Background: an optimization exercise with open tools, aiming at small area. Do not read the settings as production practice.
At most, simulation tests tie the RTL to the original design; equivalence was not proved.
For runs 3 and 4, only the layout was checked, not whether the RTL still works.
Power figures rest on the tool's default switching activity, not on a simulated workload.

## design/flow/run.sh

```bash
#!/bin/bash
# synth_recipe.tcl (not shown) runs the flow's synth.tcl, then flattens the netlist and writes it again
# the make line also repeats each setting of config.mk as NAME=value (left out here)
make -C /OpenROAD-flow-scripts/flow DESIGN_CONFIG=/design/flow/config.mk WORK_HOME=/design/flow/orfs CLKGATE_MAP_FILE= SYNTH_SCRIPT=/design/flow/synth_recipe.tcl finish
```

## design/flow/config.mk

```make
export PLATFORM = sky130hd
export DESIGN_NAME = top_fsm
export DESIGN_NICKNAME = top_fsm
export VERILOG_FILES = /design/flow/design.v
export SDC_FILE = /design/flow/constraint.sdc
export NUM_CORES = 4
export LEC_CHECK = 0
export CAP_MARGIN = 20
export CORE_MARGIN = 2
export CORE_UTILIZATION = 40
export SLEW_MARGIN = 20
```

## design/flow/constraint.sdc

```tcl
create_clock -name core_clock -period 8.0 [get_ports {clk}]
set_input_delay 1.6000 -clock core_clock [delete_from_list [all_inputs] [get_ports {clk}]]
set_output_delay 1.6000 -clock core_clock [all_outputs]
set_load 0.01 [all_outputs]
```

## design/flow/design.v

```verilog
`timescale 1ns / 1ps
module debounce
    (
        input logic clk,
        input logic rst,
        input logic button,
        output logic pulse
    );
    localparam logic [9:0] START = 10'd751;           
    localparam logic [9:0] POL   = 10'b10_1010_1010;
    logic [9:0] q, l, nl;
    logic p, det;
    assign l = q ^ POL;
    assign det = ~l[9] & l[8] & l[7] & l[5] & l[4] & l[3] & l[1] & l[0];
    assign nl = {l[8], l[7], l[6] | det, l[5:0], ~(l[9] ^ l[6])};
    always_ff @(posedge clk) begin
        if (rst || !button)
            q <= START ^ POL;
        else
            q <= nl ^ POL;
        p <= det & ~rst;
    end
    assign pulse = p;
endmodule
`timescale 1ns / 1ps
module single_pulse_detector 
    #(
        parameter detect_type = 2'b0
    )
    (
        input logic clk,
        input logic rst,
        input logic input_signal,
        output logic output_pulse
    );
    logic ff0;
    logic ff1;
    always_ff@(posedge clk, posedge rst) begin
        if (rst) begin
            ff0 <= 1'b0;
            ff1 <= 1'b0;
        end
        else begin
            ff0 <= input_signal;
            ff1 <= ff0;
        end
    end
    always_comb begin
        if (detect_type == 2'b00)
            output_pulse = ~ff1 & ff0;
        else if (detect_type == 2'b01)
            output_pulse = ~ff0 & ff1;
        else if (detect_type == 2'b10)
            output_pulse = ff0 ^ ff1;
        else
            output_pulse = 1'b0;
    end
endmodule
`timescale 1ns/1ps
module lock_fsm
(
    input logic clk,
    input logic rst,
    input logic [3:0] nwse,
    output logic [3:0] led,
    output logic [2:0] rgb
);
    localparam logic [3:0] LOCK   = 4'd0;
    localparam logic [3:0] S1     = 4'd1;
    localparam logic [3:0] S2     = 4'd2;
    localparam logic [3:0] S3     = 4'd3;
    localparam logic [3:0] UNLOCK = 4'd4;
    localparam logic [3:0] W1     = 4'd5;
    localparam logic [3:0] W2     = 4'd6;
    localparam logic [3:0] W3     = 4'd7;
    localparam logic [3:0] ALARM  = 4'd8;
    localparam logic [3:0] A1     = 4'd9;
    localparam logic [3:0] R1     = 4'd10;
    localparam logic [3:0] R2     = 4'd11;
    localparam logic [3:0] R3     = 4'd12;
    localparam logic [3:0] RESET  = 4'd13;
    logic [3:0] st, nst;
    logic any, is_e, is_s, is_w, is_n;
    assign any  = |nwse;
    assign is_e = nwse == 4'h1;
    assign is_s = nwse == 4'h2;
    assign is_w = nwse == 4'h4;
    assign is_n = nwse == 4'h8;
    always_comb begin
        nst = st;
        case (st)
            LOCK:   if (nwse[1]) nst = S1;
                    else if (is_w || is_n) nst = W1;
                    else if (nwse[0]) nst = R1;
            R1:     if (nwse[0]) nst = RESET;
                    else if (is_s || is_w || is_n) nst = W2;
            R2:     if (nwse[0]) nst = RESET;
                    else if (is_s || is_w || is_n) nst = W3;
            R3:     if (nwse[0]) nst = RESET;
                    else if (is_s || is_w || is_n) nst = ALARM;
                    else nst = R2;
            RESET:  nst = LOCK;
            S1:     if (nwse[2]) nst = S2;
                    else if (is_s || is_n) nst = W2;
                    else if (nwse[0]) nst = R2;
            S2:     if (nwse[0]) nst = S3;
                    else if (is_s || is_w || is_n) nst = W3;
            S3:     if (nwse[2]) nst = UNLOCK;
                    else if (is_s || is_e || is_n) nst = ALARM;
                    else if (nwse[0]) nst = RESET;
            UNLOCK: if (any) nst = LOCK;
            W1:     if (nwse[0]) nst = R2;
                    else if (any) nst = W2;
            W2:     if (nwse[0]) nst = R3;
                    else if (any) nst = W3;
            W3:     if (any) nst = ALARM;
            ALARM:  if (is_w) nst = A1;
            A1:     if (is_e) nst = RESET;
                    else if (is_s || is_w || is_n) nst = ALARM;
            default: nst = LOCK;
        endcase
    end
    always_ff @(posedge clk, posedge rst) begin
        if (rst)
            st <= LOCK;
        else
            st <= nst;
    end
    logic [12:0] y1, z1;
    localparam logic [12:0] P1 = 13'b1010101010101;
    logic [13:0] y2, z2;
    localparam logic [13:0] P2 = 14'b01010101010101;
    logic f;
    assign y1 = z1 ^ P1;
    assign y2 = z2 ^ P2;
    logic en1, en2;
    logic [13:0] c1;
    logic [14:0] c2;
    assign en1 = (st == UNLOCK) || (st == ALARM);
    assign en2 = (st == A1);
    assign c1[0] = en1;
    assign c2[0] = en2;
    genvar i;
    generate
        for (i = 0; i < 13; i++) begin : g_c1
            assign c1[i+1] = c1[i] & y1[i];
        end
        for (i = 0; i < 14; i++) begin : g_c2
            assign c2[i+1] = c2[i] & y2[i];
        end
    endgenerate
    always_ff @(posedge clk) begin
        if (!(en1 || en2)) begin
            z1 <= ~P1;
            z2 <= ~P2;
            f <= 1'b0;
        end
        else begin
            z1 <= y1 ^ c1[12:0] ^ P1;
            z2 <= y2 ^ c2[13:0] ^ P2;
            f <= f ^ (c1[13] | c2[14]);
        end
    end
    always_comb begin
        rgb = 3'h0;
        led = 4'h0;
        case (st)
            LOCK:            rgb = 3'h1;
            S1, W1, R1:      led = 4'h1;
            S2, W2, R2:      led = 4'h3;
            S3, W3, R3:      led = 4'h7;
            UNLOCK:          led = {4{f}};
            ALARM, A1:       rgb = {f, 2'b00};
            default: ;
        endcase
    end
endmodule
`timescale 1ns / 1ps
module top_fsm
(
    input logic clk,
    input logic rst,
    input logic [3:0] btn,
    output logic [3:0] led,
    output logic [2:0] rgb
);
    logic [3:0] btn_pulse;
genvar k;
generate
    for (k = 0; k < 4; k++) begin : g_btn
        debounce db_btn_i
        (
            .clk(clk),
            .rst(rst),
            .button(btn[k]),
            .pulse(btn_pulse[k])
        );
    end
endgenerate
lock_fsm lock_fsm_i
(
    .clk(clk),
    .rst(rst),
    .nwse(btn_pulse),
    .led(led),
    .rgb(rgb)
);
endmodule
```

==> results of run 1 <==
critical path, cell delays in order (launching register included):
cell and delay (ps):
dfrtp_1 790, nand2b_1 250, nor3_1 70, ha_1 230, ha_1 200, ha_1 190
ha_1 190, ha_1 190, ha_1 190, ha_1 200, ha_1 190, ha_1 190
ha_1 190, ha_1 190, ha_1 190, ha_1 190, ha_1 280, or2_2 290
area by class of cell:
cell class	count	area (um^2)	share of cell area, %
repair buffers	11	110.1	3.058
inverters	20	75.07	2.085
multi-input cells	234	1555	43.19
clock buffers	9	123.9	3.440
clock inverters	7	63.81	1.772
flip-flops and latches	76	1541	42.81
well taps	105	131.4	3.648
cell usage after synthesis, types with 3 or more instances:
cell      instances
o22ai_1           3
nor2_1           49
a221oi_1          3
xnor2_1           6
clkbuf_1          6
or2_1             5
nand4b_1          3
nand2_1          27
dfrtp_1           4
inv_1            20
ha_1             27
nand4_1           3
nor2b_1           7
or4_1             3
a21oi_1           7
dfxtp_1          72
nor3_1           11
a211oi_1          3
buf_4             5
o21ai_1           3
o21ai_0           9
a31oi_1           5
or2_2             9
buf_2             3
metal layers:
| layer | up-vias | share of wire (%) | global-route usage, % |
|---|---|---|---|
| met3 | 9 | 4.6 | 3.671 |
| met1 | 1073 | 50 | 19.03 |
| met2 | 55 | 44 | 20.54 |
| met5 | - | 0 | 0 |
| li1 | 1212 | - | - |
| met4 | 0 | 2.0 | 6.643 |
layout by cell type (no fill, tap or decap), drive strengths merged, types with 3 or more instances in the layout:
master / instances
a21oi: 7
ha: 27
nand4: 3
inv: 26
clkbuf: 9
nand4b: 3
or4: 3
or2: 14
dfrtp: 4
a221oi: 3
a31oi: 5
nand3: 3
nor2: 49
clkdlybuf4s50: 11
dfxtp: 72
o22ai: 3
o21ai: 13
nand2: 27
nor2b: 7
xnor2: 6
nor3: 11
a211oi: 3
nor3b: 3
final timing paths:
kind / from / to / slack (ps) / depth (start not counted)
worst max-delay path: lock_fsm_i.st[1]$_DFFE_PP0P_ / lock_fsm_i.z2[13]$_SDFF_PN1_ / 3650 / 17
worst min-delay path: g_btn[0].db_btn_i.q[2]$_SDFF_PP1_ / g_btn[0].db_btn_i.q[3]$_SDFF_PP0_ / 380 / 1
worst max register to register: lock_fsm_i.st[1]$_DFFE_PP0P_ / lock_fsm_i.z2[13]$_SDFF_PN1_ / 3650 / 17
worst min register to register: g_btn[0].db_btn_i.q[2]$_SDFF_PP1_ / g_btn[0].db_btn_i.q[3]$_SDFF_PP0_ / 380 / 1
max in group asynchronous: rst / lock_fsm_i.st[3]$_DFFE_PP0P_ / 5940 / 2
min in group asynchronous: rst / lock_fsm_i.st[0]$_DFFE_PP0P_ / 1820 / 2
stage by stage:
step / worst slack (ps) / instances / total power (uW) / utilization [%]
finish: 3651 / 462 / 1210 / 44.50
global route: 3298 / 462 / 1320 / 44.50
CTS: 3626 / 462 / 1228 / 44.50
detailed placement: 3632 / 446 / 944.4 / 42.18
global placement: 3704 / 446 / 940.9 / 42.18
floorplan: 4026 / 347 / 843.1 / -
cell families (layout without fill, tap and decap cells):
kind of cell / after synthesis / count (layout) / synth area share [%]
and+or+nand+nor: 141 / 141 / 22.60
DFF: 76 / 76 / 47.04
AOI/OAI and AO/OA: 56 / 56 / 11.99
buffers and inverters: 37 / 47 / 5.498
adders and majority gates: 27 / 27 / 10.31
xor gates and xnor gates: 8 / 8 / 2.138
other: 1 / 1 / 0.1144
muxes: 1 / 1 / 0.3055
power by group through the flow:
stage	clock network (uW)	registers (uW)	logic (uW)
floorplan	0	467	376
global placement	0	520	421
detailed placement	0	521	423
CTS	287	513	428
global route	303	525	492
finish	276	514	420
flip-flops by register name, summed over array words and instances, names as in the netlist:
name              count
lock_fsm_i.z2        14
lock_fsm_i.z1        13
g_btn.db_btn_i.q     40
g_btn.db_btn_i.p      4
lock_fsm_i.st         4
lock_fsm_i.f          1
==> out/qor.yml, run 1 <==
outcome:
  outcome: "no timing/DRC/antenna violations"
min_path:
  hold_class: "reg2reg"
logic_synthesis:
  ys_seq_area_share_pct: 47.04
  synthTopCellsByArea: "dfxtp_1 44%, ha_1 10%, nor2_1 5.6%, nand2_1 3.1%, dfrtp_1 3.1%"
  yosysWarnings: 2
  ys.flop_type: "dfxtp_1"
  ys_seq_elements: 76
  synthArstFlopShare_pct: 5.263
  synth_nets: 380
  yosysTopAreaCell: "dfxtp_1"
  syn_area_per_cell_um2: 9.443
  synth_edf_count: 0
  synth_top_area_share_pct: 43.99
  synth_cell_types: 64
  syn_inst: 347
  netlist_area_um2: 3277
power:
  irDropWorstVdd_v: 0.0001146
  p_switching_uw: 451.6
  pwr-share-clk_pct: 22.8
  seqPwrFrac_pct: 42.5
  p_comb_share_pct: 34.7
  p_int_uw: 758.2
  leakage_uw: 0.001377
  power_density_nw_per_um2: 335.9
  sw_frac_of_total_pct: 37.33
global_route:
  grt_overflow_total: 0
  gr-usage-all-layers_pct: 13.96
  grt_antenna_before_repair: 0
  grt_pass1_wl_mm: 9.901
  grt_pass1_vias: 2181
  grt_max_degree: 29
clock_network:
  cts_buffer_depth: 2
  clock_latency_ps: 350
  cts_hold_buffers: 0
  postCtsSetupBuffers: 0
  cts_tree: "built"
  cts.htree.levels: 3
  cts_resized: 0
  cts_root_buffer: "clkbuf_8"
  clock-sinks: 76
  cts.clk_slew.worst_paths_ps: 90
  cts_buffers: 9
route:
  antenna_left: 0
  drcViolationCount: 0
  num_vias: 2349
  totalWireLength_mm: 5.596
  viasPerCell: 5.084
  detail_route.wl_per_cell_um: 12.11
  dr.pass1.iters: 4
  drt-initial-drc-count: 91
place:
  dpl_cell_area_um2: 3413
  dpl.hpwl_mm: 3.776
  portBuffers: 11
  gp_congestion: 0.8720
setup_path:
  endpoint_kind: "flop"
  critPathArrivalTime_ps: 4590
  cp.required_ps: 8240
  crit_path_start_kind: "flop"
  crit_type: "reg2reg"
  worstPathMaxFanout: 23
sta:
  worstMarginPinSlew_ps: 771.9
  post-route-min-period_ps: 4349
  drv_slew: 0
  holdWs_ps: 380.6
  final.setup_skew_ps: 10.10
  period_share_pct: 54.36
  rsz0062_at_grt: "false"
  setup_violations: 0
  hold_viol_final: 0
  tns_ps: 0
  max-slew-margin-rel_pct: 48.41
  timing.fmax_mhz: 230.0
layout:
  layout-drive-gt1-share_pct: 9.804
  fin_nets: 385
  final_area_um2: 3601
  antennaDiodeCount: 0
  n_fill_cell: 820
  area_growth_pct: 9.889
die:
  coreArea_um2: 8093
  die-area_um2: 8932
  fp.dieW_um: 94.51
  start_util_pct: 40.49
  die_y_um: 94.51
  ioPinCount: 13
  std_cell_rows: 33
flow_run:
  cap_violations: 0
==> run 2: changes to the inputs <==
--- a/design/flow/config.mk
+++ b/design/flow/config.mk
@@ -8,4 +8,6 @@
 export CAP_MARGIN = 20
 export CORE_MARGIN = 2
 export CORE_UTILIZATION = 40
+export CTS_CLUSTER_DIAMETER = 500
+export CTS_CLUSTER_SIZE = 100
 export SLEW_MARGIN = 20
==> out/qor.yml, run 2 <==
outcome:
  outcome: "no timing/DRC/antenna violations"
global_route:
  grt_pass1_vias: 2181
  grt_overflow_total: 0
  grt_max_degree: 29
  grt_pass1_wl_mm: 9.901
  gr-usage-all-layers_pct: 13.96
  grt_antenna_before_repair: 0
layout:
  area_growth_pct: 9.889
  fin_nets: 385
  layout_common_cells: "72 x dfxtp_1, 49 x nor2_1, 27 x nand2_1, 27 x ha_1, 20 x inv_1"
  final_common_cell: "dfxtp_1"
  antennaDiodeCount: 0
  regMostFlops: "g_btn.db_btn_i.q"
  layout-drive-gt1-share_pct: 9.804
  largest_reg_flops: 40
  reg_top3: "g_btn.db_btn_i.q: 40 flops, lock_fsm_i.z2: 14 flops, lock_fsm_i.z1: 13 flops"
route:
  dr.pass1.iters: 4
  detail_route.wl_per_cell_um: 12.11
  totalWireLength_mm: 5.596
  antenna_left: 0
  num_vias: 2349
  drcViolationCount: 0
  viasPerCell: 5.084
  drt-initial-drc-count: 91
power:
  seqPwrFrac_pct: 42.5
  p_int_uw: 758.2
  pwr-share-clk_pct: 22.8
  irDropWorstVdd_v: 0.0001146
  power_density_nw_per_um2: 335.9
  p_comb_share_pct: 34.7
  leakage_uw: 0.001377
  sw_frac_of_total_pct: 37.33
  p_switching_uw: 451.6
logic_synthesis:
  syn_inst: 347
  synthMuxAreaShare_pct: 0.3055
  syn_area_per_cell_um2: 9.443
  ys.flop_type: "dfxtp_1"
  synth_cell_types: 64
  yosysTopAreaCell: "dfxtp_1"
  synth_top_area_share_pct: 43.99
  synth_nets: 380
  synth_common_cells: "72 x dfxtp_1, 49 x nor2_1, 27 x ha_1, 27 x nand2_1, 20 x inv_1"
  synth-compound-area-share_pct: 11.99
  synthAdderAreaFrac_pct: 10.31
  yosys.area_share.simple_pct: 22.60
  synth_edf_count: 0
  yosysWarnings: 2
  synth_top_family_by_area: "simple AND/OR/NAND/NOR gates"
  ys_seq_elements: 76
  synth_most_common_cell: "dfxtp_1"
  netlist_area_um2: 3277
  ys_seq_area_share_pct: 47.04
  synthArstFlopShare_pct: 5.263
  synthTopCellsByArea: "dfxtp_1 44%, ha_1 10%, nor2_1 5.6%, nand2_1 3.1%, dfrtp_1 3.1%"
  synthXorXnorAreaFrac_pct: 2.138
setup_path:
  crit_top_cell: "ha_1"
  path_cells: "nand2b_1 > nor3_1 > ha_1 > ha_1 > ha_1 > ha_1 > ha_1 > ha_1 > ha_1 > ha_1 > ha_1 > ha_1 > ha_1 > ha_1 > ha_1 > ha_1 > or2_2"
  endpoint_kind: "flop"
  worstSetupStartpoint: "lock_fsm_i.st[1]$_DFFE_PP0P_"
  r2r_slack_ps: 3650
  cp.required_ps: 8240
  r2r_end: "lock_fsm_i.z2[13]$_SDFF_PN1_"
  crit_end: "lock_fsm_i.z2[13]$_SDFF_PN1_"
  worstPathMaxFanout: 23
  crit_cells: 17
  r2r-start: "lock_fsm_i.st[1]$_DFFE_PP0P_"
  r2r_cells: 17
  critPathArrivalTime_ps: 4590
  cp_top_family: "adder cells"
  slowest_stage: "dfrtp_1"
  cp.buffers_inverters: 0
  cp_slowest_stage_delay_ps: 790
  crit_type: "reg2reg"
  crit_path_start_kind: "flop"
sta:
  holdWs_ps: 380.6
  tns_ps: 0
  setup_violations: 0
  max-slew-margin-rel_pct: 48.41
  setup_slack_ps: 3651
  period_share_pct: 54.36
  hold_viol_final: 0
  worstMarginPinSlew_ps: 771.9
  final.setup_skew_ps: 10.10
  timing.fmax_mhz: 230.0
  drv_slew: 0
  rsz0062_at_grt: "false"
  post-route-min-period_ps: 4349
flow_run:
  cap_violations: 0
die:
  die_y_um: 94.51
  coreArea_um2: 8093
  ioPinCount: 13
  fp.dieW_um: 94.51
  die-area_um2: 8932
  start_util_pct: 40.49
  std_cell_rows: 33
clock_network:
  cts.clk_slew.worst_paths_ps: 90
  cts_hold_buffers: 0
  cts_buffers: 9
  cts_root_buffer: "clkbuf_8"
  clock_latency_ps: 350
  cts_resized: 0
  clock-sinks: 76
  postCtsSetupBuffers: 0
  cts_buffer_depth: 2
  cts_tree: "built"
  cts.htree.levels: 3
place:
  dpl.hpwl_mm: 3.776
  gp_congestion: 0.8720
  pre_cts_ws_ps: 3632
  portBuffers: 11
min_path:
  hold_class: "reg2reg"
  worstHoldPathCells: 1
-- run 2: cell counts after synthesis --
No cell type changed its count.
-- run 2: metal layers --
| layer | track usage [%] | routed length [um] | vias to the layer above |
|---|---|---|---|
| met5 | 0 | 0 | - |
| met1 | 19.03 | 2783 | 1073 |
| li1 | - | - | 1212 |
| met3 | 3.671 | 258 | 9 |
| met2 | 20.54 | 2442 | 55 |
| met4 | 6.643 | 111 | 0 |
-- run 2: stage by stage --
step	utilization [%]	total power, uW	cells	cell area [um^2]
after floorplan	-	843.1	347	3277
after global placement	42.18	940.9	446	3413
after detailed placement	42.18	944.4	446	3413
after CTS	44.50	1228	462	3601
after global routing	44.50	1320	462	3601
final	44.50	1210	462	3601
-- run 2: worst register-to-register path, delay by kind of cell (launching register included) --
| family | cells | cell delay, ps |
|---|---|---|
| adder cells (fa/ha/maj) | 14 | 2810 |
| flip-flops | 1 | 790 |
| AND/OR/NAND/NOR | 3 | 620 |
-- run 2: area by class of cell --
type | instances | area (um^2)
clock inverter | 7 | 63.81
fill | 820 | 4492
multi-input combinational | 234 | 1555
tap | 105 | 131.4
clock buffer | 9 | 123.9
inverter | 20 | 75.07
sequential | 76 | 1541
timing repair buffer | 11 | 110.1
-- run 2: cells by family after synthesis --
| group | count (synthesis) |
|---|---|
| other | 1 |
| AOI/OAI and AO/OA | 56 |
| and+or+nand+nor | 141 |
| muxes | 1 |
| adders and majority gates | 27 |
| xor gates and xnor gates | 8 |
| DFF | 76 |
| buffers and inverters | 37 |
-- run 2: worst min path at each step --
stage	from	to	slack, ps
finish	g_btn[0].db_btn_i.q[2]$_SDFF_PP1_	g_btn[0].db_btn_i.q[3]$_SDFF_PP0_	380
floorplan	g_btn[0].db_btn_i.q[1]$_SDFF_PP0_	g_btn[0].db_btn_i.q[2]$_SDFF_PP1_	350
global route	g_btn[3].db_btn_i.q[2]$_SDFF_PP1_	g_btn[3].db_btn_i.q[3]$_SDFF_PP0_	400
global placement	g_btn[0].db_btn_i.q[1]$_SDFF_PP0_	g_btn[0].db_btn_i.q[2]$_SDFF_PP1_	360
detailed placement	g_btn[2].db_btn_i.q[1]$_SDFF_PP0_	g_btn[2].db_btn_i.q[2]$_SDFF_PP1_	360
CTS	g_btn[0].db_btn_i.q[2]$_SDFF_PP1_	g_btn[0].db_btn_i.q[3]$_SDFF_PP0_	380
-- run 2: power by group through the flow --
| stage | clock network (uW) | logic [uW] | registers [uW] |
|---|---|---|---|
| finish | 276 | 420 | 514 |
| global route | 303 | 492 | 525 |
| CTS | 287 | 428 | 513 |
| detailed placement | 0 | 423 | 521 |
| global placement | 0 | 421 | 520 |
| floorplan | 0 | 376 | 467 |
==> run 3: changes to the inputs <==
--- a/design/flow/design.v
+++ b/design/flow/design.v
@@ -6,18 +6,18 @@
         input logic button,
         output logic pulse
     );
-    localparam logic [9:0] START = 10'd751;           
-    localparam logic [9:0] POL   = 10'b10_1010_1010;
-    logic [9:0] q, l, nl;
-    logic p, det;
-    assign l = q ^ POL;
-    assign det = ~l[9] & l[8] & l[7] & l[5] & l[4] & l[3] & l[1] & l[0];
-    assign nl = {l[8], l[7], l[6] | det, l[5:0], ~(l[9] ^ l[6])};
+    localparam logic [9:0] START = 10'd751;   
+    logic [9:0] s;
+    logic p;
+    logic det;
+    logic [9:0] nxt;
+    assign det = ~s[9] & s[8] & s[7] & s[5] & s[4] & s[3] & s[1] & s[0];
+    assign nxt = {s[8], s[7], s[6] | det, s[5:0], ~(s[9] ^ s[6])};
     always_ff @(posedge clk) begin
         if (rst || !button)
-            q <= START ^ POL;
+            s <= START;
         else
-            q <= nl ^ POL;
+            s <= nxt;
         p <= det & ~rst;
     end
     assign pulse = p;
@@ -93,18 +93,18 @@
                     else if (is_w || is_n) nst = W1;
                     else if (nwse[0]) nst = R1;
             R1:     if (nwse[0]) nst = RESET;
-                    else if (is_s || is_w || is_n) nst = W2;
+                    else if (any) nst = W2;
             R2:     if (nwse[0]) nst = RESET;
-                    else if (is_s || is_w || is_n) nst = W3;
+                    else if (any) nst = W3;
             R3:     if (nwse[0]) nst = RESET;
-                    else if (is_s || is_w || is_n) nst = ALARM;
+                    else if (any) nst = ALARM;
                     else nst = R2;
             RESET:  nst = LOCK;
             S1:     if (nwse[2]) nst = S2;
                     else if (is_s || is_n) nst = W2;
                     else if (nwse[0]) nst = R2;
             S2:     if (nwse[0]) nst = S3;
-                    else if (is_s || is_w || is_n) nst = W3;
+                    else if (any) nst = W3;
             S3:     if (nwse[2]) nst = UNLOCK;
                     else if (is_s || is_e || is_n) nst = ALARM;
                     else if (nwse[0]) nst = RESET;
@@ -126,13 +126,9 @@
         else
             st <= nst;
     end
-    logic [12:0] y1, z1;
-    localparam logic [12:0] P1 = 13'b1010101010101;
-    logic [13:0] y2, z2;
-    localparam logic [13:0] P2 = 14'b01010101010101;
+    logic [12:0] y1;
+    logic [13:0] y2;
     logic f;
-    assign y1 = z1 ^ P1;
-    assign y2 = z2 ^ P2;
     logic en1, en2;
     logic [13:0] c1;
     logic [14:0] c2;
@@ -151,13 +147,13 @@
     endgenerate
     always_ff @(posedge clk) begin
         if (!(en1 || en2)) begin
-            z1 <= ~P1;
-            z2 <= ~P2;
+            y1 <= '1;
+            y2 <= '1;
             f <= 1'b0;
         end
         else begin
-            z1 <= y1 ^ c1[12:0] ^ P1;
-            z2 <= y2 ^ c2[13:0] ^ P2;
+            y1 <= y1 ^ c1[12:0];
+            y2 <= y2 ^ c2[13:0];
             f <= f ^ (c1[13] | c2[14]);
         end
     end
==> design/flow/config.mk (replaced) <==
export PLATFORM = sky130hd
export DESIGN_NAME = top_fsm
export DESIGN_NICKNAME = top_fsm
export VERILOG_FILES = /design/flow/design.v
export SDC_FILE = /design/flow/constraint.sdc
export NUM_CORES = 4
export LEC_CHECK = 0
export ABC_AREA = 1
export CAP_MARGIN = 20
export CORE_MARGIN = 2
export CORE_UTILIZATION = 40
export SLEW_MARGIN = 20
==> out/qor.yml, run 3 <==
layout:
  final_area_um2: 3699
  area_growth_pct: 13.21
  n_fill_cell: 802
  multi_input_area_um2: 1388
  seqCellArea_um2: 1541
  layout-drive-gt1-share_pct: 11.37
  fin_nets: 459
  reg_top3: "g_btn.db_btn_i.s: 40 flops, lock_fsm_i.y2: 14 flops, lock_fsm_i.y1: 13 flops"
  largest_reg_flops: 40
  final_common_cell: "nand2_1"
  antennaDiodeCount: 0
  layout_common_cells: "104 x nand2_1, 72 x dfxtp_1, 70 x inv_1"
  regMostFlops: "g_btn.db_btn_i.s"
setup_path:
  crit_type: "reg2reg"
  critPathArrivalTime_ps: 4200
  crit_path_start_kind: "flop"
  cp_slowest_stage_delay_ps: 520
  cp.buffers_inverters: 2
  endpoint_kind: "flop"
  crit_top_cell: "ha_1"
  r2r-start: "lock_fsm_i.st[2]$_DFFE_PP0P_"
  r2r_cells: 21
  r2r_end: "lock_fsm_i.f$_SDFF_PN0_"
  cp.required_ps: 8280
  cp_top_family: "adder cells"
  path_cells: "inv_2 > nand2_1 > nor2_1 > ha_1 > ha_1 > ha_1 > ha_1 > ha_1 > ha_1 > ha_1 > ha_1 > ha_1 > ha_1 > ha_1 > ha_1 > ha_1 > ha_1 > nor2_1 > xor2_1 > nand2_1 > inv_1"
  slowest_stage: "dfrtp_1"
  worstPathMaxFanout: 5
  r2r_slack_ps: 4080
clock_network:
  cts_root_buffer: "clkbuf_8"
  cts_buffers: 9
  clock-sinks: 76
  cts_buffer_depth: 2
  cts_tree: "built"
  clock_latency_ps: 340
  cts_resized: 0
  cts.clk_slew.worst_paths_ps: 70
  cts.htree.levels: 3
  postCtsSetupBuffers: 0
  cts_hold_buffers: 0
sta:
  setup_violations: 0
  drv_slew: 0
  final.setup_skew_ps: 13.83
  holdWs_ps: 417.1
  rsz0062_at_grt: "false"
  setup_slack_ps: 4080
  timing.fmax_mhz: 255.1
  hold_viol_final: 0
  post-route-min-period_ps: 3920
  tns_ps: 0
  period_share_pct: 49.00
place:
  portBuffers: 11
  gp_congestion: 0.9601
  dpl.hpwl_mm: 4.003
  dpl_cell_area_um2: 3460
  pre_cts_ws_ps: 4085
power:
  seqPwrFrac_pct: 40.6
  leakage_uw: 0.001975
  p_int_uw: 771.1
  sw_frac_of_total_pct: 31.79
  power_density_nw_per_um2: 305.7
  p_comb_share_pct: 29.1
  irDropWorstVdd_v: 0.00009498
  pwr-share-clk_pct: 30.3
  total_power_uw: 1131
  p_switching_uw: 359.4
die:
  ioPinCount: 13
  fp.dieW_um: 94.37
  die_y_um: 94.37
  die-area_um2: 8906
  start_util_pct: 41.84
  std_cell_rows: 32
  coreArea_um2: 7807
route:
  detail_route.wl_per_cell_um: 10.28
  viasPerCell: 4.507
  num_vias: 2402
  drt-initial-drc-count: 145
  antenna_left: 0
  drcViolationCount: 0
  totalWireLength_mm: 5.477
  dr.pass1.iters: 4
flow_run:
  cap_violations: 0
logic_synthesis:
  syn_area_per_cell_um2: 7.987
  ys_seq_elements: 76
  synthAdderAreaFrac_pct: 10.34
  synth_most_common_cell: "nand2_1"
  synth_nets: 442
  ys.flop_type: "dfxtp_1"
  synth_common_cells: "104 x nand2_1, 72 x dfxtp_1, 70 x inv_1"
  synth_edf_count: 0
  syn_inst: 409
  synth_cell_types: 28
  yosysWarnings: 2
  synthXorXnorAreaFrac_pct: 0.2681
  synth-compound-area-share_pct: 5.056
  synthMuxAreaShare_pct: 0
  ys_seq_area_share_pct: 47.18
  yosys.area_share.simple_pct: 26.69
  yosysTopAreaCell: "dfxtp_1"
  synthArstFlopShare_pct: 5.263
  synth_top_area_share_pct: 44.12
  synthTopCellsByArea: "dfxtp_1 44%, nand2_1 12%, ha_1 10%, inv_1 8.0%, nor2_1 4.5%"
  netlist_area_um2: 3267
  synth_top_family_by_area: "simple AND/OR/NAND/NOR gates"
min_path:
  hold_start: "g_btn[1].db_btn_i.s[2]$_SDFF_PP1_"
  hold_end: "g_btn[1].db_btn_i.s[3]$_SDFF_PP1_"
  worstHoldPathCells: 1
  hold_class: "reg2reg"
global_route:
  grt_pass1_wl_mm: 9.894
  grt_antenna_before_repair: 0
  grt_max_degree: 29
  grt_pass1_vias: 2247
  gr-usage-all-layers_pct: 14.22
  grt_overflow_total: 0
outcome:
  outcome: "no timing/DRC/antenna violations"
run 3: cell count changes after synthesis, moves of 7 or more:
cell     change
nand3_1     +20
nor2_1      -10
nor2b_1      -7
inv_1       +50
nand2_1     +77
inv_2        +8
run 3: power groups by stage:
stage / Sequential [uW] / Clock, uW / Combinational [uW]
2_1_floorplan: 457 / 0 / 274
3_3_place_gp: 466 / 0 / 326
3_5_place_dp: 467 / 0 / 330
4_1_cts: 458 / 353 / 333
5_1_grt: 465 / 370 / 393
6_report: 458 / 343 / 329
run 3: worst max path at each step:
stage	slack (ps)	to	startpoint	depth (start not counted)
after floorplan	4370	lock_fsm_i.f$_SDFF_PN0_	lock_fsm_i.st[2]$_DFFE_PP0P_	21
after global placement	4140	lock_fsm_i.f$_SDFF_PN0_	lock_fsm_i.st[2]$_DFFE_PP0P_	21
final	4080	lock_fsm_i.f$_SDFF_PN0_	lock_fsm_i.st[2]$_DFFE_PP0P_	21
after global routing	3790	lock_fsm_i.f$_SDFF_PN0_	lock_fsm_i.st[2]$_DFFE_PP0P_	21
after detailed placement	4080	lock_fsm_i.f$_SDFF_PN0_	lock_fsm_i.st[2]$_DFFE_PP0P_	21
after CTS	4040	lock_fsm_i.f$_SDFF_PN0_	lock_fsm_i.st[2]$_DFFE_PP0P_	21
run 3: through the flow:
stage,cells,utilization [%]
finish,533,47.37
global route,533,47.37
floorplan,409,-
CTS,533,47.37
global placement,517,44.31
detailed placement,517,44.31
run 3: metal layers:
| metal | track usage (%) | vias up | share of wire, % |
|---|---|---|---|
| met1 | 18.05 | 1058 | 50 |
| met3 | 3.352 | 8 | 4.2 |
| met4 | 7.729 | 0 | 2.3 |
| li1 | - | 1284 | - |
| met2 | 22.38 | 52 | 44 |
| met5 | 0 | - | 0 |
run 3: layout make-up:
type	count	area share [%]
flip-flops and latches	76	41.68
well taps	102	3.451
multi-input cells	250	37.52
repair buffers	11	2.977
inverters	78	7.916
clock buffers	10	3.451
clock inverters	6	3.011
run 3: worst register-to-register path: stages, from the launching register on:
cell and delay (ps):
dfrtp_1 520, inv_2 80, nand2_1 70, nor2_1 60, ha_1 200, ha_1 200, ha_1 200, ha_1 200
ha_1 200, ha_1 200, ha_1 190, ha_1 190, ha_1 190, ha_1 190, ha_1 200, ha_1 210
ha_1 200, ha_1 200, nor2_1 110, xor2_1 150, nand2_1 60, inv_1 50
run 3: kinds of logic after synthesis:
logic type | after synthesis
xor gates and xnor gates | 1
DFF | 76
adders and majority gates | 27
and+or+nand+nor | 198
AOI/OAI and AO/OA | 23
other | 1
buffers and inverters | 83
==> run 4: changes to the inputs <==
--- a/design/flow/config.mk
+++ b/design/flow/config.mk
@@ -5,7 +5,6 @@
 export SDC_FILE = /design/flow/constraint.sdc
 export NUM_CORES = 4
 export LEC_CHECK = 0
-export ABC_AREA = 1
 export CAP_MARGIN = 20
 export CORE_MARGIN = 2
 export CORE_UTILIZATION = 40
==> out/qor.yml, run 4 <==
outcome:
  outcome: "no timing/DRC/antenna violations"
logic_synthesis:
  syn_inst: 319
  yosysTopAreaCell: "dfxtp_1"
  ys_seq_elements: 76
  netlist_area_um2: 3188
  synth_top_area_share_pct: 45.21
  ys_seq_area_share_pct: 48.35
  synth_nets: 352
  synth_common_cells: "72 x dfxtp_1, 58 x nand2b_1, 27 x ha_1"
  yosysWarnings: 2
  synth_most_common_cell: "dfxtp_1"
  syn_area_per_cell_um2: 9.994
  synthTopCellsByArea: "dfxtp_1 45%, nand2b_1 11%, ha_1 11%, dfrtp_1 3.1%, nand2_1 2.2%"
  synthArstFlopShare_pct: 5.263
  synth_edf_count: 0
  ys.flop_type: "dfxtp_1"
  synth_cell_types: 48
sta:
  final.setup_skew_ps: 7.039
  drv_slew: 0
  tns_ps: 0
  setup_slack_ps: 3452
  worstMarginPinSlew_ps: 748.5
  rsz0062_at_grt: "false"
  timing.fmax_mhz: 219.9
  max-slew-margin-rel_pct: 50.10
  holdWs_ps: 412.9
  post-route-min-period_ps: 4548
  setup_violations: 0
  hold_viol_final: 0
  period_share_pct: 56.86
layout:
  antennaDiodeCount: 0
  reg_top3: "g_btn.db_btn_i.s: 40 flops, lock_fsm_i.y2: 14 flops, lock_fsm_i.y1: 13 flops"
  area_growth_pct: 12.05
  final_common_cell: "dfxtp_1"
  largest_reg_flops: 40
  final_area_um2: 3572
  regMostFlops: "g_btn.db_btn_i.s"
  fin_nets: 355
  final_util_pct: 46.23
  seqCellArea_um2: 1541
  layout_common_cells: "72 x dfxtp_1, 58 x nand2b_1, 27 x ha_1"
  layout-drive-gt1-share_pct: 6.728
  multi_input_area_um2: 1525
  n_fill_cell: 732
route:
  antenna_left: 0
  drt-initial-drc-count: 92
  totalWireLength_mm: 5.143
  num_vias: 2106
  viasPerCell: 4.909
  detail_route.wl_per_cell_um: 11.99
  drcViolationCount: 0
  dr.pass1.iters: 4
clock_network:
  cts_hold_buffers: 0
  cts.clk_slew.worst_paths_ps: 80
  cts_tree: "built"
  clock_latency_ps: 340
  cts_buffers: 9
  clock-sinks: 76
  cts_resized: 0
  cts.htree.levels: 3
  postCtsSetupBuffers: 0
  cts_buffer_depth: 2
  cts_root_buffer: "clkbuf_8"
power:
  irDropWorstVdd_v: 0.0001261
  pwr-share-clk_pct: 29.0
  p_comb_share_pct: 29.1
  leakage_uw: 0.001346
  seqPwrFrac_pct: 41.9
  power_density_nw_per_um2: 317.9
  sw_frac_of_total_pct: 32.72
  p_int_uw: 764.1
  p_switching_uw: 371.6
place:
  dpl.hpwl_mm: 3.517
  dpl_cell_area_um2: 3342
  pre_cts_ws_ps: 3430
  portBuffers: 11
  gp_congestion: 0.8446
die:
  coreArea_um2: 7727
  fp.dieW_um: 93.28
  start_util_pct: 41.26
  die_y_um: 93.28
  die-area_um2: 8700
  std_cell_rows: 32
  ioPinCount: 13
setup_path:
  endpoint_kind: "flop"
  critPathArrivalTime_ps: 4780
  crit_path_start_kind: "flop"
  cp.required_ps: 8240
  crit_type: "reg2reg"
  worstPathMaxFanout: 17
global_route:
  grt_pass1_vias: 2001
  grt_antenna_before_repair: 0
  grt_max_degree: 29
  grt_overflow_total: 0
  grt_pass1_wl_mm: 9.246
  gr-usage-all-layers_pct: 13.31
flow_run:
  cap_violations: 0
min_path:
  hold_class: "reg2reg"
-- run 4: cell types whose count changed after synthesis, moves of 11 or more --
cell and change:
inv_1 -62, nand2b_1 +58, nor2_1 -26, nand2_1 -85
clkbuf_1 +11, nand3_1 -22
-- run 4: layer usage --
metal | up-vias | GRT usage (%) | wire (um)
li1 | 1099 | - | -
met1 | 965 | 19.21 | 2694
met2 | 35 | 18.65 | 2124
met3 | 7 | 3.626 | 229
met4 | 0 | 5.515 | 95
met5 | - | 0 | 0
-- run 4: cells by family after synthesis --
| kind of cell | count (synthesis) | synth area share (%) |
|---|---|---|
| AOI/OAI and AO/OA | 47 | 10.48 |
| muxes | 2 | 0.6672 |
| DFF | 76 | 48.35 |
| buffers and inverters | 28 | 3.807 |
| and+or+nand+nor | 131 | 24.06 |
| other | 1 | 0.1176 |
| adders and majority gates | 27 | 10.60 |
| xor gates and xnor gates | 7 | 1.923 |
-- run 4: path summary, 6_finish.rpt --
kind,startpoint,endpoint,slack (ps),cells past startpoint
min in group asynchronous,rst,lock_fsm_i.st[3]$_DFFE_PP0P_,1760,2
hold reg to reg,g_btn[2].db_btn_i.s[2]$_SDFF_PP1_,g_btn[2].db_btn_i.s[3]$_SDFF_PP1_,410,1
hold / removal,g_btn[2].db_btn_i.s[2]$_SDFF_PP1_,g_btn[2].db_btn_i.s[3]$_SDFF_PP1_,410,1
max in group asynchronous,rst,lock_fsm_i.st[2]$_DFFE_PP0P_,6080,2
setup reg to reg,lock_fsm_i.st[2]$_DFFE_PP0P_,lock_fsm_i.f$_SDFF_PN0_,3450,19
setup / recovery,lock_fsm_i.st[2]$_DFFE_PP0P_,lock_fsm_i.f$_SDFF_PN0_,3450,19
-- run 4: final cells by class --
class | instances | share of cell area (%)
sequential | 76 | 43.15
multi-input combinational | 215 | 42.70
tap | 102 | 3.573
clock buffer | 9 | 3.468
timing repair buffer | 12 | 3.292
clock inverter | 7 | 2.977
inverter | 8 | 0.8406
-- run 4: worst max-delay path: stages (launching register included) --
cell	delay (ps)
dfrtp_1	670
inv_1	200
nand2_1	230
nor3_1	90
ha_1	220
ha_1	190
ha_1	200
ha_1	200
ha_1	200
ha_1	210
ha_1	200
ha_1	190
ha_1	200
ha_1	200
ha_1	190
ha_1	190
ha_1	200
ha_1	200
or3_1	300
and3_1	160
-- run 4: power by group through the flow --
stage,Clock (uW),Sequential (uW),Combinational [uW]
floorplan,0,442,285
global placement,0,482,334
detailed placement,0,484,332
CTS,341,475,336
global route,360,485,379
finish,330,476,330
-- run 4: stage by stage --
| step | power, uW | cells |
|---|---|---|
| finish | 1136 | 429 |
| detailed placement | 815.9 | 413 |
| global route | 1223 | 429 |
| CTS | 1152 | 429 |
| floorplan | 726.5 | 319 |
| global placement | 815.5 | 413 |

==> port drivers added, routing unchanged <==
Ports are ideal in the flow. The routed layouts listed here were re-timed in OpenROAD. Step 1: set_driving_cell puts a clkbuf_16 on clk and a buf_2 on each other input, an assumption about the parent block. Step 2 moves the port delays by t, midway between the first and last clock arrival at a register: inputs arrive t later, outputs are due t later. That takes back most of the time a late clock gives input paths. a / b / c = ideal ports / drivers / drivers and shift; a / b = the first two.
run | t, ns | slack for setup (ns) | worst hold slack (ns)
run 1 | 0.373 | 3.651 / 3.651 / 3.651 | 0.381 / 0.381 / 0.381
run 2 | 0.373 | 3.651 / 3.651 / 3.651 | 0.381 / 0.381 / 0.381
run 3 | 0.364 | 4.080 / 4.069 / 4.080 | 0.417 / 0.417 / 0.417
run 4 | 0.366 | 3.452 / 3.452 / 3.452 | 0.413 / 0.413 / 0.413
After both steps setup and hold are still met in every run listed.
